Context: an optimization exercise on an open-source flow, tuned for small area and a short achievable clock period. The choices shown serve that exercise and are no tape-out recipe.
At most, simulation tests tie the RTL to the original design; equivalence was not proved.
The RTL of runs 2 to 6 was laid out without a check of its function.
Power and IR drop assume default switching activity.

==> flow/design.v <==
`timescale 1ns / 1ps
module xctrl (
	      input                    clk,
	      input                    rst,
	      output reg [10-2:0] pc,
	      input [32-1:0]     instruction,
	      output                   mem_sel,
	      output                   mem_we,
	      output reg [10-1:0] mem_addr,
	      input [32-1:0]      mem_data_from,
	      output [32-1:0]     mem_data_to
	      );
   wire [4-1 :0] 		  opcode;
   wire signed [32-1:0] 		  imm;
   reg [32-1:0] 			  operand;
   reg [32-1:0] 			  regA;
   reg [32-1:0] 			  regB;
   reg [2:0]                              regC;
   reg [32-1:0]                      alu_result;
   reg                                    alu_carry;
   reg                                    alu_overflow;
   reg                                    alu_negative;
   wire                                   load_imm_ops = (opcode == 6 || opcode == 7);
   wire                                   load_mem_ops = (opcode == 8 || opcode == 10);
   wire                                   load_ops = load_imm_ops | load_mem_ops;
   wire                                   store_mem_ops = (opcode == 9 || opcode == 11);
   wire                                   alu_imm_ops = (opcode == 0 || opcode == 3);
   wire                                   alu_arith_ops  = (opcode == 0 || opcode == 1 || opcode == 2);
   wire                                   alu_logic_ops  = (opcode == 4 || opcode == 5);
   wire                                   alu_mem_ops  = (alu_arith_ops && opcode != 0) || alu_logic_ops;
   wire                                   alu_ops  = alu_imm_ops | alu_logic_ops | alu_arith_ops ;
   wire                                   imm_ops = load_imm_ops | alu_imm_ops;
   wire                                   branch_ops = (opcode == 12 || opcode == 14 || opcode == 13 || opcode == 15);
   assign opcode  = instruction[32-1 -: 4];
   assign imm  = (opcode == 7)?                 
                 {instruction[32/2-1:0], regA[32/2-1:0]} :
                 { { (32-28) {instruction[28-1]} }, instruction[28-1:0]};
   assign mem_sel = (store_mem_ops | load_mem_ops | alu_mem_ops) && mem_addr != (512+2**4) && mem_addr != (512+2**4+1);
   assign mem_we = store_mem_ops;
   assign mem_data_to = regA;
   always @ * begin
      if(opcode == 10 || opcode == 11)
        mem_addr = regB[10-1:0];
      else
        mem_addr = imm[10-1:0];
   end
   always @ * begin
      operand = 0;
      if(load_ops || alu_ops) begin
         if (mem_addr == ((512+2**4)))
           operand = regB;
         else if (mem_addr == ((512+2**4+1)))
	   operand = regC | 0;
         else if (imm_ops)
           operand = imm;
         else if (mem_sel)
           operand = mem_data_from;
      end
   end
   always @(posedge clk, posedge rst)
      if(rst)
        pc  <= 0;
      else begin
         pc <= pc + 1'b1;
         if (opcode == 12 && regA == 0) begin 
	    pc <= imm[10-1:0];
         end else if (opcode == 14 && regA != 0) begin
	    pc <= imm[10-1:0];
         end else if (opcode == 13 && regA == 0) begin 
	    pc <= regB[10-1:0];
         end else if (opcode == 15 && regA != 0) begin
	    pc <= regB[10-1:0];
         end
      end
   always @(posedge clk, posedge rst)
      if(rst)
        regA <= 0;
      else if (load_ops)
	regA <= operand;
      else if(alu_ops)
	regA <= alu_result;
      else if(branch_ops)
        regA <= regA-1'b1;
   always @(posedge clk, posedge rst)
     if(rst)
       regB <= 0;
     else if (mem_addr == (512+2**4) && mem_we) 
       regB <= regA;
   always @(posedge clk, posedge rst)
      if(rst)
        regC <= 3'b0;
      else if (alu_ops)
        regC <= {alu_negative, alu_overflow, alu_carry};
   reg [32-1:0] carry_res_n_1;
   reg               carry_res_n;
   reg [32-1:0] adder_res;
   always @*
     if(opcode == 2)
       carry_res_n_1 = {1'b0, regA[32-2:0]} - {1'b0,operand[32-2:0]};
     else
       carry_res_n_1 = {1'b0, regA[32-2:0]} + {1'b0,operand[32-2:0]};
   always @*
     if(opcode == 2)
       carry_res_n = (regA[32-1] & ~operand[32-1]) +  (regA[32-1] ^ ~operand[32-1]) & carry_res_n_1[32-1];
     else
       carry_res_n = (regA[32-1] & operand[32-1]) +  (regA[32-1] ^ operand[32-1]) & carry_res_n_1[32-1];
   always @*
     if(opcode == 2)
       adder_res = carry_res_n_1 + {regA[32-1], {32-1{1'b0}}} - {operand[32-1],{32-1{1'b0}}};
     else
       adder_res = carry_res_n_1 + {regA[32-1], {32-1{1'b0}}} + {operand[32-1],{32-1{1'b0}}};
   wire [32-1:0] and_res = regA & operand;
   wire [32-1:0] xor_res = regA ^ operand;
   always @* begin
      alu_result = 0;
      alu_carry = 0;
      alu_negative = 0;
      alu_overflow = 0;
      if(alu_arith_ops) begin
         alu_result = adder_res[32-1:0];
         alu_carry = carry_res_n;
         alu_overflow = carry_res_n ^ carry_res_n_1[32-1];
         alu_negative = adder_res[32-1];
      end else if(opcode == 3)
        if(operand[32-1]) begin  
           alu_result = regA << 1;
           alu_carry = regA[32-1];
           alu_overflow = regA[32-1] ^ regA[32-2];
           alu_negative = regA[32-2];
        end else begin  
           alu_result = {regA[32-1], regA[32-1:1]};
           alu_carry = 0;
           alu_overflow = 0;
           alu_negative = regA[32-1];
        end
      else if(opcode == 4) begin
         alu_result = and_res;
         alu_carry = 0;
         alu_negative = and_res[32-1];
         alu_overflow = 0;
      end
      else if(opcode == 5) begin
         alu_result = xor_res;
         alu_carry = 0;
         alu_negative = xor_res[32-1];
         alu_overflow = 0;
      end   
   end
endmodule
`timescale 1ns / 1ps
module xregf (
	      input                    clk,
	      input                    sel,
	      input                    we,
	      input [4-1:0] addr,
	      input [32-1:0]      data_in,
	      output [32-1:0]     data_out
	      );
   reg [32-1:0]                   regf [2**4-1:0];
   assign data_out = sel? regf[addr] : 32'h0;
   always @ (posedge clk)
      if (sel && we)
	 regf[addr] <= data_in;
endmodule
`timescale 1ns / 1ps
module xaddr_decoder (
	              input [10-1:0] addr,
                      input               sel,
	              output reg          mem_sel,
                input [31:0]        mem_data_to_rd,
	              output reg          regf_sel,
                input [31:0]        regf_data_to_rd,
                output reg          trap_sel,
                output reg [31:0]   data_to_rd
                     );
   always @* begin
      mem_sel = 1'b0;
      regf_sel = 1'b0;
      trap_sel = 1'b0;
      if ( (addr & {  {10-9{1'b1}}, {9{1'b0}}  }) == 0)
        mem_sel = sel;
      else if ( (addr & {  {10-4{1'b1}}, {4{1'b0}}  }) == 512)
        regf_sel = sel;
      else
          trap_sel = sel;
   end
   always @(*) begin
      data_to_rd = 32'd0;
      if(mem_sel)
        data_to_rd = mem_data_to_rd;
      else if(regf_sel)
        data_to_rd = regf_data_to_rd;
   end
endmodule
`timescale 1ns / 1ps
module xcore (
      input                 clk,
      input                 rst,
      output [10-2:0]  pc,
      input [32-1:0]  instruction,
      output                ram_sel,
      output                ram_we,
      output [10-2:0]  ram_addr,
      output [32-1:0]  ram_wdata,
      input [32-1:0]   ram_rdata,
      output                trap
      );
   wire                   data_sel;
   wire                   data_we;
   wire [10-1:0]     data_addr;
   wire [32-1:0]     data_to_rd;
   wire [32-1:0]     data_to_wr;
   wire                   mem_sel;
   wire                   regf_sel;
   wire [32-1:0]     regf_data_to_rd;
   xctrl controller (
                     .clk(clk),
                     .rst(rst),
                     .pc(pc),
                     .instruction(instruction),
                     .mem_sel(data_sel),
                     .mem_we (data_we),
                     .mem_addr(data_addr),
                     .mem_data_from(data_to_rd),
                     .mem_data_to(data_to_wr)
                     );
   assign ram_sel   = mem_sel;
   assign ram_we    = data_we;
   assign ram_addr  = data_addr[10-2 : 0];
   assign ram_wdata = data_to_wr;
   xregf regf (
               .clk(clk),
               .sel(regf_sel),
               .we(data_we),
               .addr(data_addr[4-1:0]),
               .data_in(data_to_wr),
               .data_out(regf_data_to_rd)
               );
   xaddr_decoder addr_decoder (
                               .sel(data_sel),
                               .addr(data_addr),
                               .mem_sel(mem_sel),
                               .mem_data_to_rd(ram_rdata),
                               .regf_sel(regf_sel),
                               .regf_data_to_rd(regf_data_to_rd),
                               .trap_sel(trap),
                               .data_to_rd(data_to_rd)
                               );
endmodule
==> flow/run.sh <==
#!/bin/bash
# synth_recipe.tcl (not shown) runs the flow's synth.tcl, then flattens the netlist and writes it again
# the make line also repeats each setting of config.mk as NAME=value (left out here)
make -C /OpenROAD-flow-scripts/flow DESIGN_CONFIG=/design/flow/config.mk WORK_HOME=/design/flow/orfs CLKGATE_MAP_FILE= SYNTH_SCRIPT=/design/flow/synth_recipe.tcl finish
==> flow/config.mk <==
export PLATFORM = sky130hd
export DESIGN_NAME = xcore
export DESIGN_NICKNAME = xcore
export VERILOG_FILES = /design/flow/design.v
export SDC_FILE = /design/flow/constraint.sdc
export NUM_CORES = 4
export LEC_CHECK = 0
export CAP_MARGIN = 20
export CORE_MARGIN = 2
export CORE_UTILIZATION = 40
export SLEW_MARGIN = 20
==> flow/constraint.sdc <==
create_clock -name core_clock -period 8.5 [get_ports {clk}]
set_input_delay 1.7000 -clock core_clock [delete_from_list [all_inputs] [get_ports {clk}]]
set_output_delay 1.7000 -clock core_clock [all_outputs]
set_load 0.01 [all_outputs]
==> results.txt, run 1 <==
* Die height at 290 um
* Number of buffers added on ports at 118
* Startpoint Class: input pin
* Initial core utilization at 40.5%
* CTS buffer count at 66
* Slowest cell on the critical path: a21oi_1
* Pre-antenna DRT Iters at 8
* 1st-iter DRT viols at 3150
* Layout area overhead at 22.9%
* FF+latch count, synth at 588
* Seq/Total Area, Yosys at 52.8%
* Final ANT Viol Nets at 0
* Drt drc at 0
* Clock transition at the registers of the reported paths at 0.06 ns
* Clock latency on the worst-skew pair at 0.63 ns
* CP Max Fanout at 10
* Area contributors post-synth: edfxtp_1 47%, dfrtp_1 5.8%, mux4_2 4.3%
* Num ports at 119
* First-pass GRT wire length at 181 mm
* Row cnt at 104
* Arrival time worst endpoint at 8.53 ns
* Die area at 84000 sq um
* Cell mode on critical path: buf_4
* TritonCTS clock tree: built
* Post-Synthesis Net Count at 2920
* Critical path type: in2reg
* Core box area at 80700 sq um
* Final setup violation count at 0
* Min Hold Slack at 0.510 ns
* HP Class: reg2reg
* VDD IR max at 0.143 mV
* # fillers at 7161
* WL final at 124 mm
* Most common cell after layout, fill and taps aside: edfxtp_1
* Gr usage total at 28.9%
* Worst-Margin Slew at 1.08 ns
* Layout cell share with drive strength beyond 1 at 24.5%
* Min cycle time layout at 8.01 ns
* Synth warnings at 3
* Pin count of the biggest net entering global routing at 56
* Vias per inst at 6.30
* Die X at 290 um
* Clk buf depth at 3
* EDFF count, synth at 512
* Power Density at 226 nW/um^2
* Final HPWL DP at 85.8 mm
* RSZ-0062 raised after global routing: no
* Max Cap Viol at 0
* Top FF cell, synth: edfxtp_1
* GRT overflow at 0
* Flop2flop setup slack at 1.04 ns
* CTS Sinks at 588
* Cell accounting for the most synthesized area: edfxtp_1
* Skew final at 0.0322 ns
* Synth async-reset ratio at 12.9%
* Final Wtd Congestion at 0.976
* Outcome: timing/DRC/antenna clean
* Max stage delay on crit path at 0.39 ns
* Post-synth cell types at 109
* Share of the synthesized area in the top cell type at 47.0%
* F_max at 125 MHz
* Clk Tree Root Cell: clkbuf_16
* Critical path capture point type: flip-flop
* P_leak at 14.7 nW
* Vias in the first global route at 27132
* Final worst slack at 0.494 ns
* Final Util at 49.8%
* Initial antenna violation count at 5
* Most frequent cells in the layout: 512 x edfxtp_1, 442 x buf_4, 228 x nand2_1
* Final nets at 3354
* Final Hold Vio Count at 0
* DR WL/cell at 28.6 um
* Crit share post-route at 94.2%
* Synth Instances at 2784
* CP required at 9.03 ns
* Vias at 27305
* Slew Limit Fails at 0
* Pwr Total at 9.07 mW
* Setup TNS at 0 ns
* Max-slew headroom at 28.2%
* Synthesized area per cell at 11.7 sq um
* Synthesized area at 32700 sq um
* H-tree depth at 3
* Place WS at -0.894 ns
sequential cells by signal (all words and copies together), names as in the netlist:
name and count:
controller.pc 9, controller.regA 32, controller.regB 32, controller.regC 3
regf.regf 512
power breakdown:
| group | internal, mW | switching, mW | leakage (nW) | total (mW) |
|---|---|---|---|---|
| logic | 1.16 | 1.57 | 8.13 | 2.73 |
| clock network | 1.56 | 1.21 | 1.01 | 2.77 |
| registers | 3.41 | 0.167 | 5.60 | 3.57 |
metal layers:
metal  wire length [um]  track usage, %  vias up
li1                   -               -    11744
met1              49400            37.9    13659
met2              56400            45.5     1558
met3              11500            5.61      340
met4               6730            15.1        4
met5                 43               0        -
synth_stat cells (63+ instances only):
library cell / number
edfxtp_1: 512
nand2_1: 228
nor2_1: 206
a21oi_1: 159
nor3_1: 139
mux2i_1: 109
o22ai_1: 103
clkbuf_1: 92
dfrtp_1: 76
o21ai_0: 73
mux2_2: 72
ha_1: 69
xnor2_1: 63
cell type report:
type | count | area [sq um] | area share (%)
Multi-Input combinational cell | 1934 | 14400 | 35.8
Clock inverter | 40 | 298 | 0.741
Clock buffer | 81 | 1780 | 4.43
Inverter | 48 | 186 | 0.464
Tap cell | 1060 | 1330 | 3.30
Timing Repair Buffer | 580 | 4910 | 12.2
Antenna cell | 1 | 2.50 | 0.00623
Sequential cell | 588 | 17300 | 43.0
metrics by stage:
stage                     instances  cell area [sq um]
after floorplan                2784              32700
after global placement         4207              37900
after detailed placement       4209              38000
after CTS                      4330              40000
after global routing           4331              40200
final                          4332              40200
cell families (layout without fill, tap and decap cells):
logic type / after synthesis / after routing / synth area share (%)
AOI/OAI and AO/OA: 730 / 730 / 15.6
xor gates and xnor gates: 97 / 97 / 2.66
adders and majority gates: 70 / 70 / 2.70
buffers and inverters: 262 / 749 / 4.19
DFF: 588 / 588 / 52.8
muxes: 247 / 247 / 10.3
other: 0 / 1 / 0
and+or+nand+nor: 790 / 790 / 11.7
critical path, delay by kind of cell:
kind                     cells  cell delay [ns]
AO/OA/AOI/OAI               16             3.16
XOR/XNOR                     2             0.62
adder cells (fa/ha/maj)      1             0.29
buffers and inverters        8             1.36
multiplexers                 1             0.14
AND/OR/NAND/NOR              7             1.22
worst paths after layout:
kind / from / end / depth (start not counted)
setup / recovery: instruction[28] / controller.regA[31] / 35
hold / removal: controller.regB[26] / controller.regB[26] / 1
setup reg to reg: controller.regA[1] / controller.regA[31] / 32
hold reg to reg: controller.regB[26] / controller.regB[26] / 1
max in group asynchronous: rst / controller.regA[29] / 3
min in group asynchronous: rst / controller.regA[7] / 2
timing repair:
item                                    4_1_cts  5_1_grt
endpoints found under the setup margin        2        7
buffers inserted                              0        0
gates resized for setup                       3       22
pin swaps                                     0        3
hold buffers                                  0        0
==> inputs of run 2 (changes only) <==
==> flow/design.v (replaced) <==
`timescale 1ns / 1ps
module xcore (
      input             clk,
      input             rst,
      output reg [8:0]  pc,
      input [31:0]      instruction,
      output            ram_sel,
      output            ram_we,
      output [8:0]      ram_addr,
      output [31:0]     ram_wdata,
      input [31:0]      ram_rdata,
      output            trap
      );
   reg [31:0] regA, regB;
   reg [2:0]  regC;
   reg [31:0] regf [0:15];
   wire [3:0] op = instruction[31:28];
   wire op_addi = op == 4'd0;
   wire op_sub  = op == 4'd2;
   wire op_shft = op == 4'd3;
   wire op_and  = op == 4'd4;
   wire op_xor  = op == 4'd5;
   wire op_ldih = op == 4'd7;
   wire arith   = op == 4'd0 || op == 4'd1 || op == 4'd2;
   wire alu     = op[3:1] == 3'b000 || op[3:1] == 3'b001 || op[3:1] == 3'b010;   
   wire load    = op == 4'd6 || op == 4'd7 || op == 4'd8 || op == 4'd10;
   wire store   = op == 4'd9 || op == 4'd11;
   wire branch  = op[3:2] == 2'b11;
   wire immop   = op == 4'd0 || op == 4'd3 || op == 4'd6 || op == 4'd7;
   wire busop   = op == 4'd1 || op == 4'd2 || op == 4'd4 || op == 4'd5 || op[3:2] == 2'b10;
   wire viab    = op[3:1] == 3'b101;   
   wire [9:0] addr = viab ? regB[9:0] : (op_ldih ? regA[9:0] : instruction[9:0]);
   wire hi      = addr[9] && addr[8:5] == 4'd0;
   wire is_rf   = hi && !addr[4];
   wire is_rb   = hi && addr[4:0] == 5'd16;
   wire is_rc   = hi && addr[4:0] == 5'd17;
   wire is_trap = addr[9] && !hi || hi && addr[4] && addr[3:1] != 3'd0;
   assign ram_sel   = busop && !addr[9];
   assign trap      = busop && is_trap;
   assign ram_we    = store;
   assign ram_addr  = addr[8:0];
   assign ram_wdata = regA;
   wire [31:0] imm = op_ldih ? {instruction[15:0], regA[15:0]} : {{4{instruction[27]}}, instruction[27:0]};
   wire [31:0] rf_rd = regf[addr[3:0]];
   reg  [31:0] operand;
   always @* begin
      if (is_rb)
        operand = regB;
      else if (is_rc)
        operand = {29'd0, regC};
      else if (immop)
        operand = imm;
      else if (busop && !addr[9])
        operand = ram_rdata;
      else if (busop && is_rf)
        operand = rf_rd;
      else
        operand = 32'd0;
   end
   wire [31:0] bx = op_sub ? ~operand : operand;
   wire [31:0] sum = regA + bx + {31'd0, op_sub};
   wire k31 = sum[31] ^ regA[31] ^ bx[31];
   wire c31 = k31 ^ op_sub;
   wire ac  = (regA[31] | bx[31]) & c31;
   reg [31:0] res;
   reg [2:0]  flags;
   always @* begin
      if (arith) begin
         res = sum;
         flags = {sum[31], ac ^ c31, ac};
      end else if (op_shft) begin
         if (operand[31]) begin
            res = {regA[30:0], 1'b0};
            flags = {regA[30], regA[31] ^ regA[30], regA[31]};
         end else begin
            res = {regA[31], regA[31:1]};
            flags = {regA[31], 2'b00};
         end
      end else if (op_and) begin
         res = regA & operand;
         flags = {res[31], 2'b00};
      end else begin
         res = regA ^ operand;
         flags = {res[31], 2'b00};
      end
   end
   wire a_zero = regA == 32'd0;
   wire taken = branch && (op[1] ? !a_zero : a_zero);
   always @(posedge clk, posedge rst)
     if (rst) begin
        pc <= 9'd0;
        regA <= 32'd0;
        regB <= 32'd0;
        regC <= 3'd0;
     end else begin
        pc <= taken ? (op[0] ? regB[8:0] : instruction[8:0]) : pc + 9'd1;
        if (load)
          regA <= operand;
        else if (alu)
          regA <= res;
        else if (branch)
          regA <= regA - 32'd1;
        if (alu)
          regC <= flags;
        if (store && is_rb)
          regB <= regA;
     end
   always @(posedge clk)
     if (store && is_rf)
       regf[addr[3:0]] <= regA;
endmodule
==> results.txt, run 2 <==
* Initial core utilization at 40.5% (about the same)
* Multi-input logic area at 11600 sq um (was 14400 sq um)
* Skew final at 0.0465 ns (was 0.0322 ns)
* Top FF cell, synth: edfxtp_1 (unchanged)
* VDD IR max at 0.199 mV (was 0.143 mV)
* Clock latency on the worst-skew pair at 0.65 ns (was 0.63 ns)
* Seq/Total Area, Yosys at 58.3% (was 52.8%)
* Layout cell share with drive strength beyond 1 at 12.1% (was 24.5%)
* Final nets at 2981 (was 3354)
* Pin count of the biggest net entering global routing at 109 (was 56)
* Pre-antenna DRT Iters at 6 (was 8)
* R2R Path Start: regA[3] (was controller.regA[1])
* Final HPWL DP at 66.8 mm (was 85.8 mm)
* Row cnt at 99 (was 104)
* Slowest cell on the critical path: or4_1 (was a21oi_1)
* Worst hold start: regB[19] (was controller.regB[26])
* N_diodes at 0 (was 1)
* Vias per inst at 6.10 (was 6.30)
* Worst-Margin Slew at 1.16 ns (was 1.08 ns)
* DR WL/cell at 27.0 um (was 28.6 um)
* Num ports at 119 (unchanged)
* # fillers at 6541 (was 7161)
* Outcome: timing/DRC/antenna clean (unchanged)
* CP Buf/Inv Count at 4 (was 8)
* Min cycle time layout at 7.72 ns (was 8.01 ns)
* CTS Sinks at 588 (unchanged)
* Core box area at 73200 sq um (was 80700 sq um)
* 1st-iter DRT viols at 2918 (was 3150)
* Synthesized area at 29600 sq um (was 32700 sq um)
* FF+latch area at 17300 sq um (about the same)
* Placed Cells at 3739 (was 4209)
* Vias at 23509 (was 27305)
* Max-slew headroom at 22.2% (was 28.2%)
* Clock transition at the registers of the reported paths at 0.06 ns (about the same)
* Die area at 76300 sq um (was 84000 sq um)
* Top Family by Delay on Critical Path: compound AO/OA/AOI/OAI gates (unchanged)
* Clk buf depth at 3 (unchanged)
* Synthesized area per cell at 10.9 sq um (was 11.7 sq um)
* Most frequent cells in the layout: 564 x nand2_1, 512 x edfxtp_1, 225 x a21oi_1 (was 512 x edfxtp_1, 442 x buf_4, 228 x nand2_1)
* Power Density at 255 nW/um^2 (was 226 nW/um^2)
* PostCTS Resize Cnt at 0 (was 3)
* Area contributors post-synth: edfxtp_1 52%, nand2_1 7.1%, dfrtp_1 6.4% (was edfxtp_1 47%, dfrtp_1 5.8%, mux4_2 4.3%)
* Hold Buf Count CTS at 0 (unchanged)
* Share of the synthesized area in the top cell type at 51.9% (was 47.0%)
* Final ANT Viol Nets at 0 (unchanged)
* Number of buffers added on ports at 118 (unchanged)
* GRT overflow at 0 (unchanged)
* First-pass GRT wire length at 151 mm (was 181 mm)
* F_max at 130 MHz (was 125 MHz)
* RSZ-0062 raised after global routing: no (unchanged)
* Max Cap Viol at 0 (unchanged)
* Layout area overhead at 17.5% (was 22.9%)
* CTS buffer count at 66 (unchanged)
* Max FFs per register at 512 (unchanged)
* P_leak at 13.1 nW (was 14.7 nW)
* Clk Tree Root Cell: clkbuf_16 (unchanged)
* Slew Limit Fails at 0 (unchanged)
* Final Hold Vio Count at 0 (unchanged)
* Initial antenna violation count at 4 (was 5)
* CP Max Fanout at 25 (was 10)
* Arrival time worst endpoint at 8.22 ns (was 8.53 ns)
* Crit share post-route at 90.8% (was 94.2%)
* Most common cell after layout, fill and taps aside: nand2_1 (was edfxtp_1)
* Vias in the first global route at 22443 (was 27132)
* Final Wtd Congestion at 0.992 (was 0.976)
* Synth async-reset ratio at 12.9% (unchanged)
* Number of setup buffers added after CTS at 0 (unchanged)
* Cell mode on critical path: a21oi_1 (was buf_4)
* TritonCTS clock tree: built (unchanged)
* Die X at 276 um (was 290 um)
* Worst path cell trace: clkdlybuf4s50_1 > buf_4 > and3b_1 > and3_1 > a31oi_4 > a21oi_1 > or4_1 > o21ai_0 > buf_4 > xnor2_1 > inv_1 > fa_1 > nor2b_1 > o21ai_0 > a21boi_0 > o31ai_1 > a21oi_1 > o41a_1 > a21oi_1 > nor2b_1 > and3b_1 > o31ai_1 > a31oi_1 > a221o_1
* H-tree depth at 3 (unchanged)
* FF+latch count, synth at 588 (unchanged)
* Startpoint Class: input pin (unchanged)
* Gr usage total at 26.6% (was 28.9%)
* Final non-filler cell total at 3855 (was 4332)
* Final setup violation count at 0 (unchanged)
* Cell accounting for the most synthesized area: edfxtp_1 (unchanged)
* Min Hold Slack at 0.499 ns (was 0.510 ns)
* Top-count cell post-synth: nand2_1 (was edfxtp_1)
* Synth warnings at 1 (was 3)
* Drt drc at 0 (unchanged)
* Max stage delay on crit path at 0.60 ns (was 0.39 ns)
* Critical Path Source: instruction[30] (was instruction[28])
* Critical path type: in2reg (unchanged)
* Setup TNS at 0 ns (unchanged)
* Synth Instances at 2717 (was 2784)
* Die height at 276 um (was 290 um)
* CP required at 9.00 ns (was 9.03 ns)
* Commonest cells post-synth: 564 x nand2_1, 512 x edfxtp_1, 226 x a21oi_1, 187 x nand3_1, 114 x clkbuf_1 (was 512 x edfxtp_1, 228 x nand2_1, 206 x nor2_1, 159 x a21oi_1, 139 x nor3_1)
* WL final at 104 mm (was 124 mm)
* Post-synth cell types at 84 (was 109)
* Critical path capture point type: flip-flop (unchanged)
* EDFF count, synth at 512 (unchanged)
* Post-Synthesis Net Count at 2850 (was 2920)
* HP Class: reg2reg (unchanged)
## run 2: final cells by class
type	instances	area share (%)
clock buffers	79	4.94
clock inverters	37	1.38
inverters	48	0.543
multi-input cells	1890	33.4
flip-flops and latches	588	49.6
well taps	959	3.45
repair buffers	254	6.64
## run 2: per-stage QoR
step                utilization [%]  setup slack (ns)  cell area (sq um)  power, mW
finish                         47.6             0.780              34800       8.88
global route                   47.6             0.556              34800       9.20
CTS                            47.5             0.888              34800       8.87
detailed placement             44.5             0.298              32600       5.99
global placement               44.5             0.284              32600       5.94
floorplan                         -              1.41              29600       4.99
## run 2: metal layers
layer  part of all wire [%]  global-route usage, %
met5                  0.013                      0
met4                    3.9                   9.81
met3                    8.7                   4.37
met2                     45                   41.1
met1                     43                   37.7
## run 2: power by group
group	internal [mW]	switching (mW)	total, mW
combinational	0.861	1.51	2.37
sequential	3.45	0.166	3.61
clock	1.66	1.24	2.90
total	5.97	2.92	8.88
## run 2: cells by family after synthesis
| logic type | after synthesis | synth area share [%] |
|---|---|---|
| buffers and inverters | 239 | 3.31 |
| adders and majority gates | 67 | 2.85 |
| DFF | 588 | 58.3 |
| AOI/OAI and AO/OA | 583 | 12.1 |
| muxes | 131 | 5.40 |
| xor gates and xnor gates | 87 | 2.62 |
| and+or+nand+nor | 1022 | 15.4 |
## run 2: worst register-to-register path, cell delays in order (launching register included)
cell	delay (ns)
dfrtp_1	0.48
buf_4	0.29
mux2_2	0.38
a31oi_4	0.64
a21oi_1	0.11
or4_1	0.60
o21ai_0	0.39
buf_4	0.23
xnor2_1	0.10
inv_1	0.11
fa_1	0.22
nor2b_1	0.06
o21ai_0	0.22
a21boi_0	0.17
o31ai_1	0.42
a21oi_1	0.18
o41a_1	0.38
a21oi_1	0.22
nor2b_1	0.10
and3b_1	0.18
o31ai_1	0.22
a31oi_1	0.12
a221o_1	0.28
## run 2: path summary, 6_finish.rpt
check / to / slack [ns] / depth (start not counted)
worst min register to register: regB[19] / 0.50 / 1
max in group asynchronous: regA[27] / 5.88 / 3
worst max-delay path: regA[28] / 0.78 / 24
worst min-delay path: regB[19] / 0.50 / 1
worst max register to register: regA[28] / 2.28 / 22
min in group asynchronous: pc[8] / 1.33 / 2
==> inputs of run 3 (changes only) <==
--- a/flow/config.mk
+++ b/flow/config.mk
@@ -5,7 +5,9 @@
 export SDC_FILE = /design/flow/constraint.sdc
 export NUM_CORES = 4
 export LEC_CHECK = 0
+export ABC_CLOCK_PERIOD_IN_PS = 4000
 export CAP_MARGIN = 20
 export CORE_MARGIN = 2
 export CORE_UTILIZATION = 40
+export SETUP_SLACK_MARGIN = 4.0
 export SLEW_MARGIN = 20
==> results.txt, run 3 <==
* Final worst slack at 1.98 ns (was 0.780 ns)
* Most frequent cells in the layout: 555 x nand2_1, 512 x edfxtp_1, 206 x buf_4 (was 564 x nand2_1, 512 x edfxtp_1, 225 x a21oi_1)
* Min Hold Slack at 0.505 ns (was 0.499 ns)
* FF+latch count, synth at 588 (unchanged)
* Vias at 24794 (was 23509)
* Die X at 276 um (unchanged)
* 1st-iter DRT viols at 2904 (was 2918)
* Place WS at -0.0359 ns (was 0.298 ns)
* Synth async-reset ratio at 12.9% (unchanged)
* Worst path cell trace: buf_8 > buf_6 > nand2b_4 > or3b_4 > or4_4 > a2111o_2 > buf_6 > a2111oi_4 > a211oi_2 > xnor2_1 > ha_1 > a21o_1 > a21o_1 > a21o_1 > a211oi_2 > a21oi_2 > o41a_1 > a21oi_2 > nor2b_1 > and3b_1 > o31ai_2 > a31oi_1 > a221o_1 (was clkdlybuf4s50_1 > buf_4 > and3b_1 > and3_1 > a31oi_4 > a21oi_1 > or4_1 > o21ai_0 > buf_4 > xnor2_1 > inv_1 > fa_1 > nor2b_1 > o21ai_0 > a21boi_0 > o31ai_1 > a21oi_1 > o41a_1 > a21oi_1 > nor2b_1 > and3b_1 > o31ai_1 > a31oi_1 > a221o_1)
* Initial core utilization at 40.5% (unchanged)
* Area contributors post-synth: edfxtp_1 52%, nand2_1 7.1%, dfrtp_1 6.4% (unchanged)
* Seq/Total Area, Yosys at 58.3% (unchanged)
* # fillers at 6266 (was 6541)
* WL final at 116 mm (was 104 mm)
* EDFF count, synth at 512 (unchanged)
* Final HPWL DP at 68.1 mm (was 66.8 mm)
* Max-slew headroom at 21.4% (was 22.2%)
* Num ports at 119 (unchanged)
* Max Cap Viol at 0 (unchanged)
* Layout area overhead at 29.7% (was 17.5%)
* GRT overflow at 0 (unchanged)
* Initial antenna violation count at 4 (unchanged)
* Slowest cell on the critical path: a2111o_2 (was or4_1)
* Cell accounting for the most synthesized area: edfxtp_1 (unchanged)
* CP required at 8.99 ns (was 9.00 ns)
* Pwr Total at 9.46 mW (was 8.88 mW)
* Vias in the first global route at 23435 (was 22443)
* Most common cell after layout, fill and taps aside: nand2_1 (unchanged)
* Min cycle time layout at 6.52 ns (was 7.72 ns)
* Post-Synthesis Net Count at 2850 (unchanged)
* Cell mode on critical path: a21o_1 (was a21oi_1)
* HP Class: reg2reg (unchanged)
* Share of the synthesized area in the top cell type at 51.9% (unchanged)
* Hold Buf Count CTS at 0 (unchanged)
* Drt drc at 0 (unchanged)
* Max FFs per register at 512 (unchanged)
* Synthesized area at 29600 sq um (unchanged)
* F_max at 153 MHz (was 130 MHz)
* Crit share post-route at 76.7% (was 90.8%)
* Clk buf depth at 3 (unchanged)
* VDD IR max at 0.218 mV (was 0.199 mV)
* Synth warnings at 1 (unchanged)
* Outcome: timing/DRC/antenna clean (unchanged)
* Final non-filler cell total at 4037 (was 3855)
* Synthesized area per cell at 10.9 sq um (unchanged)
* Synth Instances at 2717 (unchanged)
* Die area at 76300 sq um (unchanged)
* Final Wtd Congestion at 1.01 (was 0.992)
* Final setup violation count at 0 (unchanged)
* Arrival time worst endpoint at 7.01 ns (was 8.22 ns)
* Slew Limit Fails at 0 (unchanged)
* Top FF cell, synth: edfxtp_1 (unchanged)
* Multi-input logic area at 12900 sq um (was 11600 sq um)
* Clk Tree Root Cell: clkbuf_16 (unchanged)
* Max stage delay on crit path at 0.62 ns (was 0.60 ns)
* Power Density at 246 nW/um^2 (was 255 nW/um^2)
* DR WL/cell at 28.6 um (was 27.0 um)
* Critical path capture point type: flip-flop (unchanged)
* H-tree depth at 3 (unchanged)
* Skew final at 0.0236 ns (was 0.0465 ns)
* CTS Sinks at 588 (unchanged)
* First-pass GRT wire length at 164 mm (was 151 mm)
* Clock transition at the registers of the reported paths at 0.07 ns (was 0.06 ns)
* Layout cell share with drive strength beyond 1 at 23.5% (was 12.1%)
* RSZ-0062 raised after global routing: yes (was no)
* Post-synth cell types at 84 (unchanged)
* Critical path type: in2reg (unchanged)
* Final ANT Viol Nets at 0 (unchanged)
* Final nets at 3158 (was 2981)
* P_leak at 14.7 nW (was 13.1 nW)
* FF+latch area at 17300 sq um (about the same)
* Commonest cells post-synth: 564 x nand2_1, 512 x edfxtp_1, 226 x a21oi_1, 187 x nand3_1, 114 x clkbuf_1 (unchanged)
* CP Max Fanout at 5 (was 25)
* Placed Area at 32900 sq um (was 32600 sq um)
* CTS buffer count at 66 (unchanged)
* Vias per inst at 6.14 (was 6.10)
* Number of buffers added on ports at 118 (unchanged)
* Startpoint Class: input pin (unchanged)
* Gr usage total at 29.1% (was 26.6%)
* Clock latency on the worst-skew pair at 0.61 ns (was 0.65 ns)
* Worst-Margin Slew at 1.17 ns (was 1.16 ns)
* Pre-antenna DRT Iters at 7 (was 6)
* Top-count cell post-synth: nand2_1 (unchanged)
* Final Hold Vio Count at 0 (unchanged)
* Core box area at 73200 sq um (unchanged)
* Pin count of the biggest net entering global routing at 52 (was 109)
* Placed Cells at 3743 (was 3739)
* Row cnt at 99 (unchanged)
* Cell area after layout at 38400 sq um (was 34800 sq um)
* TritonCTS clock tree: built (unchanged)
* Die height at 276 um (unchanged)
-- run 3: layout make-up --
class                   count  area share [%]
inverters                  48           0.583
flip-flops and latches    588            44.9
multi-input cells        1892            33.5
well taps                 959            3.12
clock inverters            41           0.967
repair inverters            2          0.0521
clock buffers              79            4.59
repair buffers            427            12.2
diodes                      1         0.00651
-- run 3: kinds of logic after synthesis --
| group | after synthesis | synth area share (%) |
|---|---|---|
| and+or+nand+nor | 1022 | 15.4 |
| DFF | 588 | 58.3 |
| AOI/OAI and AO/OA | 583 | 12.1 |
| buffers and inverters | 239 | 3.31 |
| muxes | 131 | 5.40 |
| xor gates and xnor gates | 87 | 2.62 |
| adders and majority gates | 67 | 2.85 |
-- run 3: worst paths after layout --
path	from	endpoint	slack (ns)	cells past startpoint
min in group asynchronous	rst	regA[17]	1.47	2
worst max register to register	regB[8]	regA[28]	2.77	20
worst min-delay path	regB[15]	regB[15]	0.50	1
worst max-delay path	instruction[29]	regA[28]	1.98	23
worst min register to register	regB[15]	regB[15]	0.50	1
max in group asynchronous	rst	regB[29]	5.82	3
-- run 3: worst max-delay path, delay by kind of cell --
| family | cells | cell delay, ns |
|---|---|---|
| AO/OA/AOI/OAI | 13 | 3.35 |
| adder cells (fa/ha/maj) | 1 | 0.30 |
| AND/OR/NAND/NOR | 5 | 1.13 |
| buffers and inverters | 3 | 0.37 |
| XOR/XNOR | 1 | 0.16 |
-- run 3: per-layer routing --
metal | up-vias | GRT usage (%) | part of all wire (%)
met4 | 2 | 11.8 | 4.2
met3 | 251 | 4.86 | 9.5
met1 | 12485 | 40.4 | 40
li1 | 10638 | - | -
met2 | 1418 | 45.6 | 46
met5 | - | 0 | 0.0086
-- run 3: per-stage QoR --
step	utilization (%)	TNS, ns
2_1_floorplan	-	0
3_3_place_gp	45.0	-0.488
3_5_place_dp	45.0	-0.0359
4_1_cts	51.0	0
5_1_grt	52.5	0
6_report	52.5	0
-- run 3: timing repair --
action                     CTS  global route
setup buffers              101            43
pin swaps                   65            83
setup endpoints to repair  588           134
cloned                      21             8
gates resized for setup    271           124
-- run 3: report_power, final --
group | switching (mW) | internal, mW | total (mW)
combinational | 1.78 | 1.20 | 2.98
sequential | 0.184 | 3.45 | 3.63
clock | 1.20 | 1.65 | 2.85
total | 3.16 | 6.30 | 9.46
==> inputs of run 4 (changes only) <==
==> flow/design.v (replaced) <==
`timescale 1ns / 1ps
module xcore (
      input             clk,
      input             rst,
      output reg [8:0]  pc,
      input [31:0]      instruction,
      output            ram_sel,
      output            ram_we,
      output [8:0]      ram_addr,
      output [31:0]     ram_wdata,
      input [31:0]      ram_rdata,
      output            trap
      );
   reg [31:0] regA, regB;
   reg [2:0]  regC;
   reg [31:0] regf [0:15];
   wire [3:0] op = instruction[31:28];
   wire op_add  = op == 4'd0 || op == 4'd1;
   wire op_sub  = op == 4'd2;
   wire op_shft = op == 4'd3;
   wire op_and  = op == 4'd4;
   wire op_xor  = op == 4'd5;
   wire op_ldih = op == 4'd7;
   wire alu     = op[3:1] == 3'b000 || op[3:1] == 3'b001 || op[3:1] == 3'b010;   
   wire load    = op == 4'd6 || op == 4'd7 || op == 4'd8 || op == 4'd10;
   wire store   = op == 4'd9 || op == 4'd11;
   wire branch  = op[3:2] == 2'b11;
   wire immop   = op == 4'd0 || op == 4'd3 || op == 4'd6 || op == 4'd7;
   wire busop   = op == 4'd1 || op == 4'd2 || op == 4'd4 || op == 4'd5 || op[3:2] == 2'b10;
   wire viab    = op[3:1] == 3'b101;   
   wire [9:0] ai = op_ldih ? regA[9:0] : instruction[9:0];
   wire [9:0] ab = regB[9:0];
   wire ai_hi = ai[9] && ai[8:5] == 4'd0;
   wire ab_hi = ab[9] && ab[8:5] == 4'd0;
   wire ai_rf = ai_hi && !ai[4];
   wire ab_rf = ab_hi && !ab[4];
   wire ai_rb = ai_hi && ai[4:0] == 5'd16;
   wire ab_rb = ab_hi && ab[4:0] == 5'd16;
   wire ai_rc = ai_hi && ai[4:0] == 5'd17;
   wire ab_rc = ab_hi && ab[4:0] == 5'd17;
   wire ai_tr = ai[9] && !ai_hi || ai_hi && ai[4] && ai[3:1] != 3'd0;
   wire ab_tr = ab[9] && !ab_hi || ab_hi && ab[4] && ab[3:1] != 3'd0;
   wire is_rf  = viab ? ab_rf : ai_rf;
   wire is_rb  = viab ? ab_rb : ai_rb;
   wire is_rc  = viab ? ab_rc : ai_rc;
   wire is_ram = viab ? !ab[9] : !instruction[9];
   assign ram_sel   = busop && is_ram;
   assign trap      = busop && (viab ? ab_tr : ai_tr);
   assign ram_we    = store;
   assign ram_addr  = viab ? ab[8:0] : instruction[8:0];
   assign ram_wdata = regA;
   wire [31:0] imm = op_ldih ? {instruction[15:0], regA[15:0]} : {{4{instruction[27]}}, instruction[27:0]};
   wire [3:0]  ra = viab ? regB[3:0] : instruction[3:0];
   wire [31:0] rf_rd = regf[ra];
   wire s_rb  = is_rb;
   wire s_rc  = is_rc;
   wire s_imm = immop && !is_rb && !is_rc;
   wire s_ram = busop && is_ram;
   wire s_rf  = busop && is_rf;
   wire [31:0] operand = ({32{s_rb}} & regB) | ({32{s_rc}} & {29'd0, regC}) |
                         ({32{s_imm}} & imm) | ({32{s_ram}} & ram_rdata) |
                         ({32{s_rf}} & rf_rd) | {32{branch}};
   wire [31:0] aa  = load ? 32'd0 : (op_sub ? ~regA : regA);
   wire [31:0] s   = aa + operand;
   wire c31 = s[31] ^ aa[31] ^ operand[31];    
   wire ac  = (op_sub ? ~(aa[31] & operand[31]) : (aa[31] | operand[31])) & c31;
   reg [31:0] nA;
   reg [2:0]  flags;
   always @* begin
      flags = {s[31] ^ op_sub, ac ^ c31, ac};
      if (op_shft) begin
         if (operand[31]) begin
            nA = {regA[30:0], 1'b0};
            flags = {regA[30], regA[31] ^ regA[30], regA[31]};
         end else begin
            nA = {regA[31], regA[31:1]};
            flags = {regA[31], 2'b00};
         end
      end else if (op_and) begin
         nA = regA & operand;
         flags = {nA[31], 2'b00};
      end else if (op_xor) begin
         nA = regA ^ operand;
         flags = {nA[31], 2'b00};
      end else if (store)
         nA = regA;
      else if (op_sub)
         nA = ~s;
      else
         nA = s;
   end
   wire a_zero = regA == 32'd0;
   wire taken = branch && (op[1] ? !a_zero : a_zero);
   always @(posedge clk, posedge rst)
     if (rst) begin
        pc <= 9'd0;
        regA <= 32'd0;
        regB <= 32'd0;
        regC <= 3'd0;
     end else begin
        pc <= taken ? (op[0] ? regB[8:0] : instruction[8:0]) : pc + 9'd1;
        regA <= nA;
        if (alu)
          regC <= flags;
        if (store && is_rb)
          regB <= regA;
     end
   always @(posedge clk)
     if (store && is_rf)
       regf[ra] <= regA;
endmodule
--- a/flow/config.mk
+++ b/flow/config.mk
@@ -5,7 +5,7 @@
 export SDC_FILE = /design/flow/constraint.sdc
 export NUM_CORES = 4
 export LEC_CHECK = 0
-export ABC_CLOCK_PERIOD_IN_PS = 4000
+export ABC_AREA = 1
 export CAP_MARGIN = 20
 export CORE_MARGIN = 2
 export CORE_UTILIZATION = 40
==> results.txt, run 4 <==
* Outcome: timing/DRC/antenna clean (unchanged)
* Setup TNS at 0 ns (unchanged)
* Power Internal at 6.62 mW (was 6.30 mW)
* FF+latch count, synth at 588 (unchanged)
* Synth async-reset ratio at 12.9% (unchanged)
* Skew final at 0.0398 ns (was 0.0236 ns)
* Final HPWL DP at 69.8 mm (was 68.1 mm)
* CP Buf/Inv Count at 9 (was 3)
* TritonCTS clock tree: built (unchanged)
* Post-synth cell types at 57 (was 84)
* RSZ-0062 raised after global routing: yes (unchanged)
* Crit share post-route at 63.0% (was 76.7%)
* Gr usage total at 31.4% (was 29.1%)
* Max FFs per register at 512 (unchanged)
* Die height at 273 um (was 276 um)
* EDFF count, synth at 512 (unchanged)
* Max Cap Viol at 0 (unchanged)
* CTS Sinks at 588 (unchanged)
* Synthesized area at 28800 sq um (was 29600 sq um)
* DR WL/cell at 28.4 um (was 28.6 um)
* Die area at 74300 sq um (was 76300 sq um)
* Clock share of power at 26.4% (was 30.1%)
* Final worst slack at 3.14 ns (was 1.98 ns)
* Core box area at 71500 sq um (was 73200 sq um)
* Layout area overhead at 34.6% (was 29.7%)
* Final setup violation count at 0 (unchanged)
* Pin count of the biggest net entering global routing at 68 (was 52)
* Arrival time worst endpoint at 5.84 ns (was 7.01 ns)
* Share of the synthesized area in the top cell type at 53.3% (was 51.9%)
* Vias in the first global route at 24538 (was 23435)
* HP Class: reg2reg (unchanged)
* Clk buf depth at 3 (unchanged)
* Num ports at 119 (unchanged)
* Max-slew headroom at 23.4% (was 21.4%)
* Initial antenna violation count at 4 (unchanged)
* Most frequent cells in the layout: 512 x edfxtp_1, 421 x nand2_1, 254 x buf_4 (was 555 x nand2_1, 512 x edfxtp_1, 206 x buf_4)
* GRT overflow at 0 (unchanged)
* Critical path capture point type: flip-flop (unchanged)
* Most common cell after layout, fill and taps aside: edfxtp_1 (was nand2_1)
* Final ANT Viol Nets at 0 (unchanged)
* Layout cell share with drive strength beyond 1 at 26.9% (was 23.5%)
* Critical path type: in2reg (unchanged)
* Clock latency on the worst-skew pair at 0.63 ns (was 0.61 ns)
* Synth warnings at 1 (unchanged)
* Sw Pwr at 3.82 mW (was 3.16 mW)
* Clk Tree Root Cell: clkbuf_16 (unchanged)
* Power Density at 269 nW/um^2 (was 246 nW/um^2)
* VDD IR max at 0.248 mV (was 0.218 mV)
* Placed Area at 31900 sq um (was 32900 sq um)
* Vias at 25750 (was 24794)
* Cell accounting for the most synthesized area: edfxtp_1 (unchanged)
* Slowest cell on the critical path: fa_2 (was a2111o_2)
* Row cnt at 98 (was 99)
* Placed Cells at 3847 (was 3743)
* Initial core utilization at 40.4% (was 40.5%)
* Final non-filler cell total at 4226 (was 4037)
* Cell area after layout at 38800 sq um (was 38400 sq um)
* Top FF cell, synth: edfxtp_1 (unchanged)
* WL final at 120 mm (was 116 mm)
* Comb pwr share at 36.8% (was 31.5%)
* Vias per inst at 6.09 (was 6.14)
* CP Max Fanout at 7 (was 5)
* Final Hold Vio Count at 0 (unchanged)
* Synth Instances at 2838 (was 2717)
* Number of buffers added on ports at 118 (unchanged)
* Top-count cell post-synth: edfxtp_1 (was nand2_1)
* CP required at 8.98 ns (was 8.99 ns)
* Max stage delay on crit path at 0.38 ns (was 0.62 ns)
* Sequential power share at 36.7% (was 38.4%)
* Slew Limit Fails at 0 (unchanged)
* Pre-antenna DRT Iters at 8 (was 7)
* F_max at 187 MHz (was 153 MHz)
* Area contributors post-synth: edfxtp_1 53%, dfrtp_1 6.6%, nand2_1 6.4% (was edfxtp_1 52%, nand2_1 7.1%, dfrtp_1 6.4%)
* Die X at 273 um (was 276 um)
* Pwr Total at 10.4 mW (was 9.46 mW)
* Seq/Total Area, Yosys at 59.9% (was 58.3%)
* Final Wtd Congestion at 0.965 (was 1.01)
* Top Family by Delay on Critical Path: simple AND/OR/NAND/NOR gates (was compound AO/OA/AOI/OAI gates)
* Synthesized area per cell at 10.2 sq um (was 10.9 sq um)
* 1st-iter DRT viols at 3351 (was 2904)
* Drt drc at 0 (unchanged)
* Hold Buf Count CTS at 0 (unchanged)
* CTS buffer count at 66 (unchanged)
* Min cycle time layout at 5.36 ns (was 6.52 ns)
* Place WS at 0.805 ns (was -0.0359 ns)
* Worst-Margin Slew at 1.15 ns (was 1.17 ns)
* Commonest cells post-synth: 512 x edfxtp_1, 494 x nand2_1, 262 x nor3_1, 197 x nor2_1, 193 x inv_1 (was 564 x nand2_1, 512 x edfxtp_1, 226 x a21oi_1, 187 x nand3_1, 114 x clkbuf_1)
* Switching portion of total power at 36.6% (was 33.4%)
* Final nets at 3360 (was 3158)
* Clock transition at the registers of the reported paths at 0.07 ns (about the same)
* Startpoint Class: input pin (unchanged)
* First-pass GRT wire length at 169 mm (was 164 mm)
* H-tree depth at 3 (unchanged)
* Post-Synthesis Net Count at 2972 (was 2850)
* P_leak at 14.8 nW (was 14.7 nW)
-- run 4: metal layers --
layer | GRT usage [%] | wire (um)
met3 | 5.49 | 11900
met4 | 15.9 | 7350
met1 | 41.3 | 45500
met5 | 0 | 8
met2 | 50.3 | 55400
-- run 4: area by class of cell --
class                   count  area, sq um
inverters                 206          838
fillers                  6077        32700
well taps                 950         1190
repair buffers            467         4930
multi-input cells        1893        12500
clock buffers              84         1760
clock inverters            32          304
repair inverters            4         40.0
diodes                      2         5.00
flip-flops and latches    588        17300
-- run 4: cells by family after synthesis --
logic type | count (synthesis) | synth area share, %
AO/OA/AOI/OAI | 591 | 12.2
XOR/XNOR | 48 | 1.46
adder cells (fa/ha/maj) | 68 | 2.98
buffers and inverters | 368 | 5.15
flip-flops | 588 | 59.9
multiplexers | 2 | 0.0781
AND/OR/NAND/NOR | 1173 | 18.2
-- run 4: path summary, 6_finish.rpt --
check	slack (ns)	cells past startpoint	from	endpoint
max in group asynchronous	5.90	3	rst	regA[29]
min in group asynchronous	1.29	2	rst	pc[2]
worst min register to register	0.49	2	regB[16]	regB[16]
worst max register to register	3.53	25	regA[4]	regA[16]
worst min-delay path	0.49	2	regB[16]	regB[16]
worst max-delay path	3.14	31	instruction[30]	regA[18]
-- run 4: worst reg2reg max path, cell delays in order, from the launching register on --
cell      delay (ns)
dfrtp_1         0.93
inv_1           0.37
o21ai_4         0.37
nand2_1         0.14
nor2_4          0.14
nand3_2         0.12
nand3_4         0.16
nor2_4          0.10
buf_8           0.16
nand2_2         0.07
o21ai_2         0.06
a21oi_2         0.19
nand3_4         0.16
ha_4            0.29
buf_4           0.14
a21oi_4         0.13
o21ai_4         0.09
a21boi_4        0.21
buf_12          0.16
o21ai_4         0.08
buf_4           0.15
a21oi_2         0.13
xor2_1          0.21
nand2_1         0.08
a21oi_1         0.15
a21oi_1         0.07
-- run 4: power groups by stage --
stage / Sequential [mW] / Combinational, mW / Clock (mW)
2_1_floorplan: 4.03 / 1.48 / 0
3_3_place_gp: 3.88 / 2.91 / 0
4_1_cts: 3.83 / 3.52 / 2.78
5_1_grt: 3.85 / 4.08 / 2.90
6_report: 3.84 / 3.84 / 2.76
3_5_place_dp: 3.89 / 2.94 / 0
-- run 4: what timing repair did --
item,4_1_cts,5_1_grt
pin swaps,194,139
setup endpoints to repair,589,50
resized for setup,418,165
setup buffers,161,62
gates cloned,32,6
-- run 4: metrics by stage --
| stage | hold slack [ns] | utilization [%] |
|---|---|---|
| 4_1_cts | 0.496 | 52.5 |
| 5_1_grt | 0.523 | 54.3 |
| 2_1_floorplan | 0.453 | - |
| 6_report | 0.495 | 54.3 |
| 3_5_place_dp | 0.481 | 44.6 |
| 3_3_place_gp | 0.468 | 44.6 |
==> inputs of run 5 (changes only) <==
--- a/flow/config.mk
+++ b/flow/config.mk
@@ -5,7 +5,6 @@
 export SDC_FILE = /design/flow/constraint.sdc
 export NUM_CORES = 4
 export LEC_CHECK = 0
-export ABC_AREA = 1
 export CAP_MARGIN = 20
 export CORE_MARGIN = 2
 export CORE_UTILIZATION = 40
==> results.txt, run 5 <==
* Initial antenna violation count at 5 (was 4)
* Max FFs per register at 512 (unchanged)
* F_max at 165 MHz (was 187 MHz)
* Arrival time worst endpoint at 6.57 ns (was 5.84 ns)
* Crit share post-route at 71.4% (was 63.0%)
* Switching portion of total power at 34.4% (was 36.6%)
* Number of buffers added on ports at 118 (unchanged)
* Final nets at 2998 (was 3360)
* Comb pwr share at 33.3% (was 36.8%)
* Clock share of power at 28.7% (was 26.4%)
* GRT overflow at 0 (unchanged)
* Most common cell after layout, fill and taps aside: nand2_1 (was edfxtp_1)
* Vias in the first global route at 23064 (was 24538)
* Max-slew headroom at 25.0% (was 23.4%)
* Critical path capture point type: flip-flop (unchanged)
* WL final at 118 mm (was 120 mm)
* Share of the synthesized area in the top cell type at 52.7% (was 53.3%)
* H-tree depth at 3 (unchanged)
* Num ports at 119 (unchanged)
* Skew final at 0.0268 ns (was 0.0398 ns)
* Gr usage total at 30.5% (was 31.4%)
* Synth Instances at 2578 (was 2838)
* Final ANT Viol Nets at 0 (unchanged)
* CTS buffer count at 68 (was 66)
* Synthesized area at 29200 sq um (was 28800 sq um)
* N_diodes at 0 (was 2)
* Pre-antenna DRT Iters at 6 (was 8)
* Setup TNS at 0 ns (unchanged)
* Power Internal at 6.60 mW (was 6.62 mW)
* Critical path type: in2reg (unchanged)
* TritonCTS clock tree: built (unchanged)
* Final Util at 51.2% (was 54.3%)
* Placed Area at 31900 sq um (about the same)
* CTS Sinks at 588 (unchanged)
* Final non-filler cell total at 3875 (was 4226)
* 1st-iter DRT viols at 3213 (was 3351)
* Slew Limit Fails at 0 (unchanged)
* Worst-Margin Slew at 1.12 ns (was 1.15 ns)
* Vias at 24542 (was 25750)
* Synth warnings at 1 (unchanged)
* Power Density at 271 nW/um^2 (was 269 nW/um^2)
* Top-count cell post-synth: nand2_1 (was edfxtp_1)
* RSZ-0062 raised after global routing: yes (unchanged)
* Final Hold Vio Count at 0 (unchanged)
* Die X at 274 um (was 273 um)
* Sw Pwr at 3.46 mW (was 3.82 mW)
* Final worst slack at 2.43 ns (was 3.14 ns)
* Slowest cell on the critical path: a2111o_1 (was fa_2)
* Max stage delay on crit path at 0.47 ns (was 0.38 ns)
* Core box area at 72600 sq um (was 71500 sq um)
* EDFF count, synth at 512 (unchanged)
* # fillers at 6343 (was 6077)
* P_leak at 13.9 nW (was 14.8 nW)
* Seq/Total Area, Yosys at 59.2% (was 59.9%)
* Cell accounting for the most synthesized area: edfxtp_1 (unchanged)
* Worst path cell trace: clkdlybuf4s15_2 > nor4_2 > mux2_2 > o21ai_2 > o2bb2ai_2 > buf_4 > nand2b_4 > buf_12 > nor3_2 > buf_4 > nand4b_1 > ha_1 > a21o_1 > a2111o_1 > a41oi_2 > o211ai_1 > a41oi_2 > xnor3_1 > a221o_1 > mux2_4
* Vias per inst at 6.33 (was 6.09)
* Cell area after layout at 37200 sq um (was 38800 sq um)
* Most frequent cells in the layout: 560 x nand2_1, 512 x edfxtp_1, 179 x buf_4 (was 512 x edfxtp_1, 421 x nand2_1, 254 x buf_4)
* CP required at 9.00 ns (was 8.98 ns)
* Clk buf depth at 3 (unchanged)
* Initial core utilization at 40.2% (was 40.4%)
* Layout cell share with drive strength beyond 1 at 21.3% (was 26.9%)
* Die area at 75200 sq um (was 74300 sq um)
* Top FF cell, synth: edfxtp_1 (unchanged)
* CP Max Fanout at 20 (was 7)
* Min Hold Slack at 0.509 ns (was 0.495 ns)
* Commonest cells post-synth: 562 x nand2_1, 512 x edfxtp_1, 137 x clkbuf_1, 135 x and3_1, 128 x a311oi_1 (was 512 x edfxtp_1, 494 x nand2_1, 262 x nor3_1, 197 x nor2_1, 193 x inv_1)
* HP Class: reg2reg (unchanged)
* Final Wtd Congestion at 0.974 (was 0.965)
* Place WS at 0.624 ns (was 0.805 ns)
* Grt peak-use layer: met2 (unchanged)
* Clock latency on the worst-skew pair at 0.63 ns (about the same)
* Min cycle time layout at 6.07 ns (was 5.36 ns)
* CP Buf/Inv Count at 4 (was 9)
* Clock transition at the registers of the reported paths at 0.06 ns (was 0.07 ns)
* Layout area overhead at 27.4% (was 34.6%)
* FF+latch count, synth at 588 (unchanged)
* Placed Cells at 3566 (was 3847)
* VDD IR max at 0.171 mV (was 0.248 mV)
* Startpoint Class: input pin (unchanged)
* Post-synth cell types at 82 (was 57)
* Outcome: timing/DRC/antenna clean (unchanged)
* Met1 Resource Use GR at 41.6% (was 41.3%)
* Final setup violation count at 0 (unchanged)
* Post-Synthesis Net Count at 2712 (was 2972)
* Pin count of the biggest net entering global routing at 50 (was 68)
* Top Family by Delay on Critical Path: compound AO/OA/AOI/OAI gates (was simple AND/OR/NAND/NOR gates)
* Pwr Total at 10.1 mW (was 10.4 mW)
* Grt met2 use at 47.4% (was 50.3%)
* Die height at 274 um (was 273 um)
* Sequential power share at 38.0% (was 36.7%)
* Clk Tree Root Cell: clkbuf_16 (unchanged)
* Final HPWL DP at 63.6 mm (was 69.8 mm)
* Synth async-reset ratio at 12.9% (unchanged)
* Drt drc at 0 (unchanged)
* Synthesized area per cell at 11.3 sq um (was 10.2 sq um)
* DR WL/cell at 30.4 um (was 28.4 um)
* Max Cap Viol at 0 (unchanged)
* Row cnt at 99 (was 98)
* Met3 GRT Util at 5.67% (was 5.49%)
* First-pass GRT wire length at 166 mm (was 169 mm)
* Area contributors post-synth: edfxtp_1 53%, nand2_1 7.2%, dfrtp_1 6.5% (was edfxtp_1 53%, dfrtp_1 6.6%, nand2_1 6.4%)
run 5: cell count changes in the layout (fill, tap and decap cells not counted), sizes merged, moves of 114 or more:
cell and change:
o22ai -114, nand3 -125, a311oi +128, and3 +133, o21ai -120, inv -156, nor3 -193
run 5: logic make-up (layout without fill, tap and decap cells):
logic type | Yosys count | after routing | share of synthesized area [%]
buffers and inverters | 224 | 552 | 3.08
muxes | 98 | 98 | 3.62
DFF | 588 | 588 | 59.2
AOI/OAI and AO/OA | 479 | 479 | 12.1
xor gates and xnor gates | 97 | 97 | 3.00
and+or+nand+nor | 1024 | 1034 | 16.1
adders and majority gates | 68 | 68 | 2.94
run 5: final timing paths:
path	start	end	slack, ns	cells after the start
max	instruction[7]	regA[31]	2.43	20
min in group asynchronous	rst	pc[8]	1.44	2
min reg2reg	regB[18]	regB[18]	0.51	1
max in group asynchronous	rst	regA[16]	5.83	3
min	regB[18]	regB[18]	0.51	1
max reg2reg	regA[1]	regA[31]	3.09	16
run 5: repair_timing:
item | CTS | global route
hold endpoints to repair | 0 | 0
pin swaps | 67 | 67
hold buffers | 0 | 0
gates resized for setup | 267 | 102
setup buffers | 123 | 22
cloned | 36 | 6
setup endpoints to repair | 573 | 266
run 5: layer usage:
layer / part of all wire, % / up-vias / wire [um]
met5: 0.023 / - / 27
met3: 10 / 345 / 12100
met4: 5.2 / 4 / 6090
li1: - / 10273 / -
met2: 45 / 1588 / 53100
met1: 40 / 12332 / 46600
run 5: final cells by class:
| class | instances | area [sq um] | area share, % |
|---|---|---|---|
| Inverter | 35 | 183 | 0.491 |
| Timing Repair Buffer | 387 | 4200 | 11.3 |
| Tap cell | 959 | 1200 | 3.23 |
| Clock buffer | 87 | 1800 | 4.85 |
| Sequential cell | 588 | 17300 | 46.5 |
| Timing Repair inverter | 8 | 150 | 0.404 |
| Multi-Input combinational cell | 1776 | 12000 | 32.3 |
| Clock inverter | 35 | 348 | 0.935 |
run 5: worst register-to-register path, stage by stage, from the launching register on:
cell and delay [ns]:
dfrtp_1 1.03, nor3_1 0.19, mux2_2 0.35, nand3_1 0.14
o22ai_4 0.13, buf_4 0.26, a221oi_1 0.53, o211ai_1 0.22
ha_2 0.40, and3_2 0.22, and2_1 0.22, nand3_1 0.11
o211ai_1 0.41, a41oi_2 0.27, xnor3_1 0.24, a221o_1 0.34
mux2_4 0.26
run 5: power groups by stage:
stage | Combinational [mW] | Sequential (mW) | Clock, mW
after CTS | 3.11 | 3.82 | 2.92
after floorplan | 1.47 | 4.05 | 0
final | 3.35 | 3.83 | 2.89
after global placement | 2.82 | 3.87 | 0
after global routing | 3.55 | 3.84 | 3.02
after detailed placement | 2.85 | 3.88 | 0
==> inputs of run 6 (changes only) <==
--- a/flow/design.v
+++ b/flow/design.v
@@ -61,8 +61,22 @@
                          ({32{s_imm}} & imm) | ({32{s_ram}} & ram_rdata) |
                          ({32{s_rf}} & rf_rd) | {32{branch}};
    wire [31:0] aa  = load ? 32'd0 : (op_sub ? ~regA : regA);
-   wire [31:0] s   = aa + operand;
-   wire c31 = s[31] ^ aa[31] ^ operand[31];    
+   wire [31:0] pg_p = aa ^ operand;
+   wire [31:0] pg_g = aa & operand;
+   reg  [31:0] gk, pk;
+   integer l, j;
+   always @* begin
+      gk = pg_g;
+      pk = pg_p;
+      for (l = 1; l < 32; l = l * 2)
+        for (j = 31; j >= l; j = j - 1) begin
+           gk[j] = gk[j] | (pk[j] & gk[j-l]);
+           pk[j] = pk[j] & pk[j-l];
+        end
+   end
+   wire [31:0] cin_v = {gk[30:0], 1'b0};    
+   wire [31:0] s   = pg_p ^ cin_v;
+   wire c31 = cin_v[31];    
    wire ac  = (op_sub ? ~(aa[31] & operand[31]) : (aa[31] | operand[31])) & c31;
    reg [31:0] nA;
    reg [2:0]  flags;
--- a/flow/config.mk
+++ b/flow/config.mk
@@ -5,8 +5,9 @@
 export SDC_FILE = /design/flow/constraint.sdc
 export NUM_CORES = 4
 export LEC_CHECK = 0
+export ABC_AREA = 1
 export CAP_MARGIN = 20
 export CORE_MARGIN = 2
-export CORE_UTILIZATION = 40
+export CORE_UTILIZATION = 60
 export SETUP_SLACK_MARGIN = 4.0
 export SLEW_MARGIN = 20
==> results.txt, run 6 <==
* Setup TNS at 0 ns (unchanged)
* Gr usage total at 46.4% (was 30.5%)
* CP required at 9.00 ns (about the same)
* Synth warnings at 1 (unchanged)
* Synthesized area at 28200 sq um (was 29200 sq um)
* Slew Limit Fails at 0 (unchanged)
* Power Density at 269 nW/um^2 (was 271 nW/um^2)
* EDFF count, synth at 512 (unchanged)
* Post-Synthesis Net Count at 2773 (was 2712)
* Pre-antenna DRT Iters at 9 (was 6)
* Vias at 27035 (was 24542)
* Min Hold Slack at 0.488 ns (was 0.509 ns)
* Layout cell share with drive strength beyond 1 at 26.7% (was 21.3%)
* Worst-Margin Slew at 1.29 ns (was 1.12 ns)
* Final setup violation count at 0 (unchanged)
* # fillers at 2575 (was 6343)
* CP Max Fanout at 13 (was 20)
* 1st-iter DRT viols at 5365 (was 3213)
* Pwr Total at 10.0 mW (was 10.1 mW)
* Pin count of the biggest net entering global routing at 77 (was 50)
* Final nets at 3154 (was 2998)
* Commonest cells post-synth: 512 x edfxtp_1, 348 x nand2_1, 262 x nor2_1, 144 x inv_1 (was 562 x nand2_1, 512 x edfxtp_1, 137 x clkbuf_1, 135 x and3_1, 128 x a311oi_1)
* F_max at 186 MHz (was 165 MHz)
* DR WL/cell at 34.2 um (was 30.4 um)
* RSZ-0062 raised after global routing: yes (unchanged)
* Final Hold Vio Count at 0 (unchanged)
* Clk buf depth at 3 (unchanged)
* Area contributors post-synth: edfxtp_1 55%, dfrtp_1 6.8%, nand2_1 4.6% (was edfxtp_1 53%, nand2_1 7.2%, dfrtp_1 6.5%)
* Final Wtd Congestion at 1.05 (was 0.974)
* Arrival time worst endpoint at 5.89 ns (was 6.57 ns)
* Seq/Total Area, Yosys at 61.3% (was 59.2%)
* Max-slew headroom at 13.5% (was 25.0%)
* HP Class: reg2reg (unchanged)
* Final HPWL DP at 63.4 mm (was 63.6 mm)
* TritonCTS clock tree: built (unchanged)
* Max stage delay on crit path at 0.47 ns (about the same)
* Max FFs per register at 512 (unchanged)
* Final Util at 80.2% (was 51.2%)
* Max Cap Viol at 0 (unchanged)
* First-pass GRT wire length at 161 mm (was 166 mm)
* Startpoint Class: input pin (unchanged)
* GRT overflow at 0 (unchanged)
* Post-synth cell types at 51 (was 82)
* Clock latency on the worst-skew pair at 0.68 ns (was 0.63 ns)
* CTS buffer count at 57 (was 68)
* Core box area at 46500 sq um (was 72600 sq um)
* Share of the synthesized area in the top cell type at 54.6% (was 52.7%)
* Top FF cell, synth: edfxtp_1 (unchanged)
* Cell accounting for the most synthesized area: edfxtp_1 (unchanged)
* Clk Tree Root Cell: clkbuf_16 (unchanged)
* Layout area overhead at 32.3% (was 27.4%)
* Synthesized area per cell at 10.7 sq um (was 11.3 sq um)
* Critical path type: in2reg (unchanged)
* Die X at 221 um (was 274 um)
* Vias per inst at 7.37 (was 6.33)
* Num ports at 119 (unchanged)
* Drt drc at 0 (unchanged)
* WL final at 126 mm (was 118 mm)
* FF+latch count, synth at 588 (unchanged)
* P_leak at 14.0 nW (was 13.9 nW)
* Skew final at 0.0704 ns (was 0.0268 ns)
* Critical path capture point type: flip-flop (unchanged)
* Most frequent cells in the layout: 512 x edfxtp_1, 286 x nand2_1, 237 x buf_4 (was 560 x nand2_1, 512 x edfxtp_1, 179 x buf_4)
* Number of buffers added on ports at 118 (unchanged)
* CTS Sinks at 588 (unchanged)
* VDD IR max at 0.278 mV (was 0.171 mV)
* Final ANT Viol Nets at 0 (unchanged)
* Initial core utilization at 60.6% (was 40.2%)
* Synth async-reset ratio at 12.9% (unchanged)
* Min cycle time layout at 5.39 ns (was 6.07 ns)
* Outcome: timing/DRC/antenna clean (unchanged)
* Crit share post-route at 63.4% (was 71.4%)
* Die area at 48700 sq um (was 75200 sq um)
* Initial antenna violation count at 6 (was 5)
* Cell mode on critical path: buf_12
* Row cnt at 79 (was 99)
* Most common cell after layout, fill and taps aside: edfxtp_1 (was nand2_1)
* Die height at 221 um (was 274 um)
* H-tree depth at 2 (was 3)
* Clock transition at the registers of the reported paths at 0.06 ns (about the same)
* Vias in the first global route at 24429 (was 23064)
* Top-count cell post-synth: edfxtp_1 (was nand2_1)
* Synth Instances at 2632 (was 2578)
* Slowest cell on the critical path: nand4_1 (was a2111o_1)
[run 6: cell count changes after synthesis, sizes merged, moves of 118 or more]
cell | before | now
nand2 | 562 | 353
nor2 | 127 | 269
and3 | 135 | 4
nand3 | 15 | 144
a311oi | 128 | 0
inv | 35 | 154
o31ai | 6 | 124
[run 6: path summary, 6_finish.rpt]
| kind | from | endpoint | slack [ns] | cells after the start |
|---|---|---|---|---|
| max in group asynchronous | rst | regB[23] | 6.27 | 3 |
| max | instruction[30] | regA[21] | 3.11 | 25 |
| max reg2reg | regA[4] | regA[21] | 3.51 | 20 |
| min in group asynchronous | rst | regB[8] | 1.54 | 3 |
| min | regB[16] | regB[16] | 0.49 | 2 |
| min reg2reg | regB[16] | regB[16] | 0.49 | 2 |
[run 6: worst max-delay path: cells and delay by family]
kind	cells	cell delay, ns
AO/OA/AOI/OAI	7	1.31
adder cells (fa/ha/maj)	1	0.22
buffers and inverters	9	1.19
AND/OR/NAND/NOR	8	1.44
[run 6: cell families after synthesis]
family	after synthesis	share of synthesized area, %
adder cells (fa/ha/maj)	75	3.36
flip-flops	588	61.3
AO/OA/AOI/OAI	624	14.1
multiplexers	1	0.0355
XOR/XNOR	48	1.49
AND/OR/NAND/NOR	985	15.3
buffers and inverters	311	4.38
[run 6: power breakdown]
part | total (mW) | switching (mW) | internal, mW
Combinational | 3.43 | 2.12 | 1.31
Clock | 2.62 | 1.20 | 1.42
Sequential | 3.99 | 0.373 | 3.61
Total | 10.0 | 3.70 | 6.34
[run 6: through the flow]
stage	setup WS (ns)	area (sq um)	cells
6_report	3.11	37300	3670
3_3_place_gp	1.26	30500	3292
5_1_grt	3.05	37200	3667
3_5_place_dp	1.16	30500	3292
2_1_floorplan	3.68	28400	2632
4_1_cts	3.56	35300	3562
[run 6: layout make-up]
cell class / instances / area, sq um / area share [%]
clock buffer: 70 / 1510 / 4.04
tap: 607 / 759 / 2.04
inverter: 158 / 647 / 1.74
clock inverter: 36 / 340 / 0.913
antenna: 3 / 7.51 / 0.0201
timing repair inverter: 1 / 6.26 / 0.0168
sequential: 588 / 17300 / 46.4
timing repair buffer: 459 / 5010 / 13.4
multi-input combinational: 1748 / 11700 / 31.4
[run 6: what timing repair did]
item                       4_1_cts  5_1_grt
pin swaps                      135      140
cloned                          31        8
resized for setup              347      197
setup endpoints to repair      591      273
hold buffers                     0        0
hold endpoints to repair         0        0
setup buffers                  133       97
[run 6: routing by layer]
metal / vias up / track usage, % / share of wire [%]
met4: 4 / 32.7 / 10
met3: 980 / 12.9 / 16
met2: 2976 / 70.6 / 42
met1: 12577 / 57.5 / 31
li1: 10498 / - / -
met5: - / 0 / 0.018

[separate check: timing with driven ports]
No port has a modelled driver above. Below, the same layouts with a new extraction and two added sets of constraints. Step 1 assumes that a clkbuf_16 drives the clock port and a buf_2 every other input. Step 2, shift: input delay + t, output delay - t, t = (earliest + latest rising clock arrival at the registers) / 2. This alone moves slack from input paths to output paths. Slacks: ideal ports / drivers / drivers and shift; pairs: ideal ports / drivers.
run	t, ns	setup slack, ns
run 1	0.682	0.494 / 0.538 / -0.144
run 2	0.690	0.780 / 0.820 / 0.130
run 3	0.665	1.980 / 1.994 / 1.329
run 4	0.675	3.141 / 3.153 / 2.478
run 5	0.682	2.430 / 2.476 / 1.794
run 6	0.706	3.110 / 3.103 / 2.397
With both steps, setup timing fails in run 1, where it was met with ideal ports.
